What follows belongs to an exercise in optimizing a design on an open flow for small area and a short achievable clock period; a production flow would make more cautious choices.
Only simulation tests tie the RTL to the original design; equivalence was not proved.
Power and IR drop assume default switching activity.

==> inputs of branch fjord <==
## switch_router_dsb
module switch_router_dsb (
    clk, rst, lx, ly,
    P_datain, P_dataout, P_reqin, P_ackout, P_ackin, P_reqout,
    S_datain, S_dataout, S_reqin, S_ackout, S_ackin, S_reqout,
    W_datain, W_dataout, W_reqin, W_ackout, W_ackin, W_reqout,
    N_datain, N_dataout, N_reqin, N_ackout, N_ackin, N_reqout,
    E_datain, E_dataout, E_reqin, E_ackout, E_ackin, E_reqout
);
==> flow/config.mk <==
export PLATFORM = sky130hd
export DESIGN_NAME = switch_router_dsb
export DESIGN_NICKNAME = switch_router_dsb
export VERILOG_FILES = /design/flow/design.v
export SDC_FILE = /design/flow/constraint.sdc
export NUM_CORES = 8
export LEC_CHECK = 0
export CAP_MARGIN = 20
export CORE_MARGIN = 2
export CORE_UTILIZATION = 40
export SLEW_MARGIN = 20
==> flow/constraint.sdc <==
create_clock -name core_clock -period 10.0 [get_ports {clk}]
set_input_delay 2.0000 -clock core_clock [delete_from_list [all_inputs] [get_ports {clk}]]
set_output_delay 2.0000 -clock core_clock [all_outputs]
set_load 0.01 [all_outputs]
standard.sh (not shown) runs the stock make flow with config.mk's settings and CLKGATE_MAP_FILE= SYNTH_SCRIPT=/design/flow/synth_recipe.tcl, a recipe that flattens the netlist after the stock synthesis.
==> flow/flow/run.sh <==
#!/bin/bash
# Layout flow: the standard synthesis, then the standard ORFS flow with a few
# extra make settings that only change how the layout is optimised:
#  - gate sizing is not limited to cells of the same footprint,
#  - ports are buffered with buf_2 instead of the delay cell buffer_ports picks,
#  - clock tree: clusters of up to 30 sinks within 60 um, clkbuf_16 only, and no
#    dummy loads (the tree is not padded with extra load cells for balancing),
#  - before detailed routing, flow/pre_drt.tcl repairs max slew/capacitance again
#    (the timing repair after global routing can leave some behind).
# Each step's output goes to a log file of its own in this folder.
set -euo pipefail
SETUP_MARGIN=${SETUP_MARGIN:-5.7}
CTS="-sink_clustering_enable -repair_clock_nets -sink_clustering_size 30 -sink_clustering_max_diameter 60 -buf_list sky130_fd_sc_hd__clkbuf_16 -dont_use_dummy_load"
HOOK="$PWD/flow/pre_drt.tcl"
test -s "$HOOK"
bash standard.sh synth > synth.log 2>&1
sed 's|"\${@:-finish}"|SETUP_SLACK_MARGIN='"$SETUP_MARGIN"' MATCH_CELL_FOOTPRINT=0 "BUFFER_PORTS_ARGS=-buffer_cell sky130_fd_sc_hd__buf_2" "CTS_ARGS='"$CTS"'" PRE_DETAIL_ROUTE_TCL='"$HOOK"' "${@:-finish}"|' standard.sh > layout.sh
grep -q 'dont_use_dummy_load' layout.sh
grep -q 'PRE_DETAIL_ROUTE_TCL' layout.sh
bash layout.sh finish > layout.log 2>&1
test -s out/final.def
==> flow/flow/pre_drt.tcl <==
# Before detailed routing: repair max slew / max capacitance violations that
# the timing repair after global routing may have left (it upsizes loads),
# then legalize and update the global routes of the changed nets.
puts "pre-route repair_design"
if { [env_var_exists_and_non_empty DONT_USE_CELLS] } {
  set_dont_use $::env(DONT_USE_CELLS)
}
set_propagated_clock [all_clocks]
estimate_parasitics -global_routing
report_check_types -max_slew -max_capacitance -violators
repair_design -slew_margin 30 -cap_margin 30 -verbose
global_route -start_incremental
detailed_placement
global_route -end_incremental
estimate_parasitics -global_routing
report_check_types -max_slew -max_capacitance -violators
report_worst_slack -max
==> branch onyx (differences from branch fjord) <==
==> flow/flow/run.sh (replaced) <==
#!/bin/bash
# Layout flow: the standard synthesis, then the standard ORFS flow with a few
# extra make settings that only change how the layout is optimised:
#  - gate sizing is not limited to cells of the same footprint,
#  - ports are buffered with buf_1 instead of the delay cell buffer_ports picks,
#  - clock tree: clusters of up to 30 sinks within 60 um, clkbuf_16 only, and no
#    dummy loads (the tree is not padded with extra load cells for balancing),
#  - before detailed routing, flow/pre_drt.tcl repairs max slew/capacitance again
#    (the timing repair after global routing can leave some behind).
# Each step's output goes to a log file of its own in this folder.
set -euo pipefail
SETUP_MARGIN=${SETUP_MARGIN:-5.6}
CTS="-sink_clustering_enable -repair_clock_nets -sink_clustering_size 30 -sink_clustering_max_diameter 60 -buf_list sky130_fd_sc_hd__clkbuf_16 -dont_use_dummy_load"
HOOK="$PWD/flow/pre_drt.tcl"
test -s "$HOOK"
bash standard.sh synth > synth.log 2>&1
sed 's|"\${@:-finish}"|SETUP_SLACK_MARGIN='"$SETUP_MARGIN"' MATCH_CELL_FOOTPRINT=0 "BUFFER_PORTS_ARGS=-buffer_cell sky130_fd_sc_hd__buf_1" "CTS_ARGS='"$CTS"'" PRE_DETAIL_ROUTE_TCL='"$HOOK"' "${@:-finish}"|' standard.sh > layout.sh
grep -q 'dont_use_dummy_load' layout.sh
grep -q 'PRE_DETAIL_ROUTE_TCL' layout.sh
bash layout.sh finish > layout.log 2>&1
test -s out/final.def
==> branch umber (differences from branch fjord) <==
==> flow/flow/run.sh (replaced) <==
#!/bin/bash
# Layout flow: the standard synthesis, then the standard ORFS flow with a few
# extra make settings that only change how the layout is optimised:
#  - gate sizing is not limited to cells of the same footprint,
#  - ports are buffered with buf_2 instead of the delay cell buffer_ports picks.
# Each step's output goes to a log file of its own in this folder.
set -euo pipefail
SETUP_MARGIN=${SETUP_MARGIN:-5.6}
bash standard.sh synth > synth.log 2>&1
sed 's|"\${@:-finish}"|SETUP_SLACK_MARGIN='"$SETUP_MARGIN"' MATCH_CELL_FOOTPRINT=0 "BUFFER_PORTS_ARGS=-buffer_cell sky130_fd_sc_hd__buf_2" "${@:-finish}"|' standard.sh > layout.sh
grep -q 'MATCH_CELL_FOOTPRINT=0' layout.sh
bash layout.sh finish > layout.log 2>&1
test -s out/final.def
--- a/flow/config.mk
+++ b/flow/config.mk
@@ -4,8 +4,11 @@
 export VERILOG_FILES = /design/flow/design.v
 export SDC_FILE = /design/flow/constraint.sdc
 export NUM_CORES = 8
 export LEC_CHECK = 0
 export CAP_MARGIN = 20
 export CORE_MARGIN = 2
 export CORE_UTILIZATION = 40
+export CTS_BUF_LIST = sky130_fd_sc_hd__clkbuf_16
+export CTS_CLUSTER_DIAMETER = 60
+export CTS_CLUSTER_SIZE = 30
 export SLEW_MARGIN = 20
removed: flow/flow/pre_drt.tcl
==> branch lagoon (differences from branch fjord) <==
--- a/flow/design.v
+++ b/flow/design.v
@@ -110,84 +110,69 @@
         ig    <= ig_n;
         imask <= imask_n;
     end
 end
 genvar gi, gr;
 generate
 for (gi = 0; gi < 5; gi = gi + 1) begin : IN
-    reg [3:0] cnt;           
-    reg       room;          
-    reg [6:0] rp;            
-    reg [2:0] wp;            
+    reg [7:0] th;            
+    reg [6:0] rp, wp;        
     reg [DW-1:0] hi;         
     reg [4:0] hr;            
     reg [4:0] nr;            
-    wire full = cnt[3];
-    wire ne   = |cnt;                                    
-    wire ge2  = cnt[3] | cnt[2] | cnt[1];                
-    wire ge3  = cnt[3] | cnt[2] | (cnt[1] & cnt[0]);     
-    wire push = reqin[gi] & room;
+    wire push = reqin[gi] & ~th[7];
     wire pop  = ipop[gi];
     wire [DW-1:0] d = din[gi*72 +: DW];
     wire [6:0] rpn = {rp[5:0], rp[6]};
-    wire [2:0] wpn = (wp == 3'd6) ? 3'd0 : wp + 3'd1;
+    reg [DW-1:0] fhead;
     reg [5:0] nxt;           
     wire [DW*7-1:0] mem;
     for (gr = 0; gr < 7; gr = gr + 1) begin : ROW
         reg [DW-1:0] q;
         always @(posedge clk)
-            if (wp == gr && !full) q <= d;
+            if (wp[gr] & ~th[7]) q <= d;
         assign mem[gr*DW +: DW] = q;
     end
     integer r;
     always @* begin
+        fhead = {DW{1'b0}};
         nxt   = 6'b0;
         for (r = 0; r < 7; r = r + 1) begin
+            fhead = fhead | ({DW{rp[r]}}  & mem[r*DW +: DW]);
             nxt   = nxt   | ({6{rpn[r]}}  & mem[r*DW+58 +: 6]);
         end
     end
     wire [4:0] rin  = route(d[63:58], lx, ly);
     wire [4:0] rnxt = route(nxt, lx, ly);
-    wire [4:0] hr_n = (pop ? ge2 : ne) ? (pop ? nr : hr) : (push ? rin : 5'b0);
-    wire [4:0] nr_n = (pop ? ge3 : ge2) ? (pop ? rnxt : nr) : rin;
-    wire fpush = push & (ge2 | ne & ~pop);
-    wire fpop  = pop & ge2;
-    reg [DW-1:0] hi_n;
-    always @* begin
-        hi_n = {DW{~ge2}} & d;
-        for (r = 0; r < 7; r = r + 1)
-            hi_n = hi_n | ({DW{rp[r] & ge2}} & mem[r*DW +: DW]);
-    end
+    wire [4:0] hr_n = (pop ? th[1] : th[0]) ? (pop ? nr : hr) : (push ? rin : 5'b0);
+    wire [4:0] nr_n = (pop ? th[2] : th[1]) ? (pop ? rnxt : nr) : rin;
+    wire fpush = push & (th[1] | th[0] & ~pop);
+    wire fpop  = pop & th[1];
     always @(posedge clk)
-        if (pop | ~ne) hi <= hi_n;
-    always @(posedge clk) nr <= nr_n;
+        if (pop | ~th[0]) hi <= th[1] ? fhead : d;
     always @(posedge clk or posedge rst) begin
         if (rst) begin
-            cnt  <= 4'd0;
-            room <= 1'b1;
-            rp   <= 7'b1;
-            wp   <= 3'd0;
-            hr   <= 5'b0;
+            th <= 8'b0;
+            rp <= 7'b1;
+            wp <= 7'b1;
+            hr <= 5'b0;
+            nr <= 5'b0;
         end else begin
-            if (push & ~pop) begin
-                cnt  <= cnt + 4'd1;
-                room <= (cnt != 4'd7);
-            end else if (pop & ~push) begin
-                cnt  <= cnt - 4'd1;
-                room <= 1'b1;
-            end
-            if (fpush) wp <= wpn;
+            if (push & ~pop)      th <= {th[6:0], 1'b1};
+            else if (pop & ~push) th <= {1'b0, th[7:1]};
+            if (fpush) wp <= {wp[5:0], wp[6]};
             if (fpop)  rp <= rpn;
             hr <= hr_n;
+            nr <= nr_n;
         end
     end
     assign hroute[gi*5+:5]   = hr;
     assign hroute_n[gi*5+:5] = hr_n;
     assign ihead[gi*DW+:DW]  = hi;
-    assign ackin_w[gi]       = reqin[gi] & room;
+    assign ackin_w[gi]       = reqin[gi] & ~th[7];
 end
 endgenerate
 assign S_ackin = ackin_w[0];
 assign W_ackin = ackin_w[1];
 assign N_ackin = ackin_w[2];
 assign E_ackin = ackin_w[3];
 assign P_ackin = ackin_w[4];
@@ -197,72 +182,67 @@
         mpop[j] = 1'b0;
         for (k = 0; k < 5; k = k + 1)
             mpop[j] = mpop[j] | (gnt[k*5+j] & ackout[k]);
     end
 end
 generate
 for (gi = 0; gi < 5; gi = gi + 1) begin : MM
-    reg [3:0] cnt;           
-    reg [6:0] rp;            
-    reg [2:0] wp;            
+    reg [7:0] th;            
+    reg [6:0] rp, wp;        
     reg [4:0] oc;
     reg [DW-1:0] hd;
-    wire full = cnt[3];
-    wire ne   = |cnt;
-    wire many = cnt[3] | cnt[2] | cnt[1];                
     wire push = mpush[gi];
     wire pop  = mpop[gi];
+    wire many = th[1];
     wire lastpop = pop & ~many;
-    wire [6:0] rpn = {rp[5:0], rp[6]};
-    wire [2:0] wpn = (wp == 3'd6) ? 3'd0 : wp + 3'd1;
+    reg [DW-1:0] fhead;
     wire [DW*7-1:0] mem;
     reg [4:0] wr;
     wire [DW-1:0] w = wdata[gi*DW +: DW];
     always @* begin
         wr = 5'b0;
         for (i = 0; i < 5; i = i + 1)
             wr = wr | ({5{fin[i*5+gi]}} & hroute[i*5+:5]);
     end
     wire [4:0] oc_n = (oc & {5{~lastpop}}) | wr;
     for (gr = 0; gr < 7; gr = gr + 1) begin : ROW
         reg [DW-1:0] q;
         always @(posedge clk)
-            if (wp == gr && !full) q <= w;
+            if (wp[gr] & ~th[7]) q <= w;
         assign mem[gr*DW +: DW] = q;
     end
-    wire fpush = push & many | push & ne & ~pop;
-    wire fpop  = pop & many;
-    wire full_n = (push & ~pop) ? (cnt == 4'd7) : (pop & ~push) ? 1'b0 : full;
-    wire sf = many & pop;
-    wire sw = ~sf & push & (~ne | pop);
-    reg [DW-1:0] hd_n;
     integer r;
     always @* begin
-        hd_n = ({DW{sw}} & w) | ({DW{~sf & ~sw}} & hd);
+        fhead = {DW{1'b0}};
         for (r = 0; r < 7; r = r + 1)
-            hd_n = hd_n | ({DW{rp[r] & sf}} & mem[r*DW +: DW]);
-    end
+            fhead = fhead | ({DW{rp[r]}} & mem[r*DW +: DW]);
+    end
+    wire fpush = push & many | push & th[0] & ~pop;
+    wire fpop  = pop & many;
+    wire [7:0] th_n = (push & ~pop) ? {th[6:0], 1'b1} :
+                      (pop & ~push) ? {1'b0, th[7:1]} : th;
+    wire [DW-1:0] hd_n = (many & pop) ? fhead :
+                         (push & (~th[0] | pop)) ? w : hd;
     always @(posedge clk) hd <= hd_n;
     always @(posedge clk or posedge rst) begin
         if (rst) begin
-            cnt <= 4'd0;
-            rp  <= 7'b1;
-            wp  <= 3'd0;
-            oc  <= 5'b0;
+            th <= 8'b0;
+            rp <= 7'b1;
+            wp <= 7'b1;
+            oc <= 5'b0;
         end else begin
-            if (push & ~pop)      cnt <= cnt + 4'd1;
-            else if (pop & ~push) cnt <= cnt - 4'd1;
-            if (fpush) wp <= wpn;
-            if (fpop)  rp <= rpn;
+            th <= th_n;
+            if (fpush) wp <= {wp[5:0], wp[6]};
+            if (fpop)  rp <= {rp[5:0], rp[6]};
             oc <= oc_n;
         end
     end
     assign occ[gi*5+:5]       = oc;
     assign occ_n[gi*5+:5]     = oc_n;
-    assign mfull_n[gi]        = full_n;
+    assign mfull_n[gi]        = th_n[7];
     assign mhead_n[gi*DW+:DW] = hd_n;
 end
 endgenerate
 reg [4:0]  oreq_n, omask_n;
 reg [24:0] gnt_n, omask_nx;
 reg [4:0]  oreq, oreq_nx;
 reg [5*DW-1:0] odata, odata_n;
==> flow/flow/run.sh (replaced) <==
#!/bin/bash
# Layout flow: the standard synthesis, then the standard ORFS flow with a few
# extra make settings that only change how the layout is optimised:
#  - gate sizing is not limited to cells of the same footprint,
#  - ports are buffered with buf_2 instead of the delay cell buffer_ports picks.
# Each step's output goes to a log file of its own in this folder.
set -euo pipefail
SETUP_MARGIN=${SETUP_MARGIN:-5.6}
bash standard.sh synth > synth.log 2>&1
sed 's|"\${@:-finish}"|SETUP_SLACK_MARGIN='"$SETUP_MARGIN"' MATCH_CELL_FOOTPRINT=0 "BUFFER_PORTS_ARGS=-buffer_cell sky130_fd_sc_hd__buf_2" "${@:-finish}"|' standard.sh > layout.sh
grep -q 'MATCH_CELL_FOOTPRINT=0' layout.sh
bash layout.sh finish > layout.log 2>&1
test -s out/final.def
--- a/flow/config.mk
+++ b/flow/config.mk
@@ -4,8 +4,11 @@
 export VERILOG_FILES = /design/flow/design.v
 export SDC_FILE = /design/flow/constraint.sdc
 export NUM_CORES = 8
 export LEC_CHECK = 0
 export CAP_MARGIN = 20
 export CORE_MARGIN = 2
 export CORE_UTILIZATION = 40
+export CTS_BUF_LIST = sky130_fd_sc_hd__clkbuf_16
+export CTS_CLUSTER_DIAMETER = 60
+export CTS_CLUSTER_SIZE = 30
 export SLEW_MARGIN = 20
removed: flow/flow/pre_drt.tcl
==> qor summary <==
GRT Total Usage: branch fjord 31.5%; branch umber 31.2%; branch onyx 30.8%; branch lagoon 29.3%
Crit path DAT: branch fjord 5440 ps; branch umber 5500 ps; branch onyx 5590 ps; branch lagoon 2560 ps
Area of the multi-input gates: branch fjord 63,700 um2; branch umber 63,200 um2; branch onyx 63,300 um2; branch lagoon 63,300 um2
Synth-to-Final Area Change: branch fjord 13.2%; branch umber 14.5%; branch onyx 11.8%; branch lagoon 14.4%
Slowest stage cell, crit path: branch fjord sky130_fd_sc_hd__a2111oi_4; branch umber sky130_fd_sc_hd__a221o_1; branch onyx sky130_fd_sc_hd__a222oi_1; branch lagoon sky130_fd_sc_hd__nor2b_4
Antenna violation net count after detailed routing: branch fjord 0; branch umber 0; branch onyx 1; branch lagoon 0
Seq area share: branch fjord 64.5%; branch umber 63.8%; branch onyx 65.3%; branch lagoon 64.2%
Result of the run: branch fjord finished clean; branch umber finished clean; branch onyx complete, but fails checks; branch lagoon finished clean
Reasons for failing layout checks: branch fjord -; branch umber -; branch onyx antenna violations; branch lagoon -
Post-synthesis instance area: branch fjord 247,000 um2; branch umber 247,000 um2; branch onyx 247,000 um2; branch lagoon 248,000 um2
Areal power density over the cells: branch fjord 369 nW/um2; branch umber 367 nW/um2; branch onyx 358 nW/um2; branch lagoon 319 nW/um2
Synth Area in Adders: branch fjord 0.614%; branch umber 0.614%; branch onyx 0.614%; branch lagoon 0.364%
Slew @ Worst Pin: branch fjord 1150 ps; branch umber 1250 ps; branch onyx 1230 ps; branch lagoon 1450 ps
Maximum operating frequency: branch fjord 0.221 GHz; branch umber 0.222 GHz; branch onyx 0.213 GHz; branch lagoon 0.220 GHz
TritonCTS sink count: branch fjord 6,275; branch umber 6,275; branch onyx 6,275; branch lagoon 6,350
Power attributed to sequential cells: branch fjord 41.9 mW; branch umber 41.8 mW; branch onyx 41.9 mW; branch lagoon 36.1 mW
Latest clock arrival within the worst-skew pair: branch fjord 1120 ps; branch umber 1120 ps; branch onyx 1130 ps; branch lagoon 1140 ps
Min Clock Period, post-route: branch fjord 4520 ps; branch umber 4500 ps; branch onyx 4680 ps; branch lagoon 4560 ps
Pin count of the biggest net entering global routing: branch fjord 144; branch umber 144; branch onyx 144; branch lagoon 155
Levels on crit path: branch fjord 19; branch umber 6; branch onyx 15; branch lagoon 3
Length of routed wiring on met1: branch fjord 367 mm; branch umber 366 mm; branch onyx 359 mm; branch lagoon 347 mm
Count of placed standard cells in the final layout, fillers left out: branch fjord 26,087; branch umber 26,326; branch onyx 25,790; branch lagoon 25,790
Setup bufs post-CTS: branch fjord 129; branch umber 90; branch onyx 90; branch lagoon 86
Worst reg2reg path endpoint: branch fjord odata[234]; branch umber odata[329]; branch onyx odata[169]; branch lagoon odata[298]
Inverters: branch fjord 324; branch umber 324; branch onyx 324; branch lagoon 446
Worst stage delay on the critical path: branch fjord 400 ps; branch umber 1020 ps; branch onyx 600 ps; branch lagoon 290 ps
Switching fraction of total power: branch fjord 45.3%; branch umber 45.2%; branch onyx 44.4%; branch lagoon 43.2%
Xor/xnor share of the synthesized area: branch fjord 0.142%; branch umber 0.142%; branch onyx 0.142%; branch lagoon 0.0106%

-- port drivers added, routing unchanged --
The results above use ideal ports. As a check the final layouts listed here were re-extracted and re-timed, cells and wires unchanged.
Step 1: set_driving_cell puts a clkbuf_16 on clk and a buf_2 on each other input, an assumption about the parent block.
Step 2 times the ports against the registers' clock, not the clock port: input delays grow and output delays shrink by t, the midpoint of the rising clock arrivals with the driver on.
a / b / c = ideal / step 1 / step 2; a / b = the first two.
run | shift t [ns] | setup slack, ns | worst setup path after step 2 | slew at the worst register clock pin (ns) | cell pins on the clock port's net
branch fjord | 1.179 | 5.476 / 5.488 / 4.309 | input to register | 0.11 / 0.11 | 1
branch onyx | 1.187 | 5.315 / 5.315 / 4.145 | input to register | 0.11 / 0.11 | 1
branch umber | 1.202 | 5.498 / 5.498 / 4.317 | input to register | 0.11 / 0.11 | 1
branch lagoon | 1.225 | 5.444 / 5.377 / 4.276 | input to register | 0.11 / 0.11 | 1
For branch umber, which loses most, drivers alone change the setup slack by 0.000 ns; drivers and shift together by -1.181 ns.
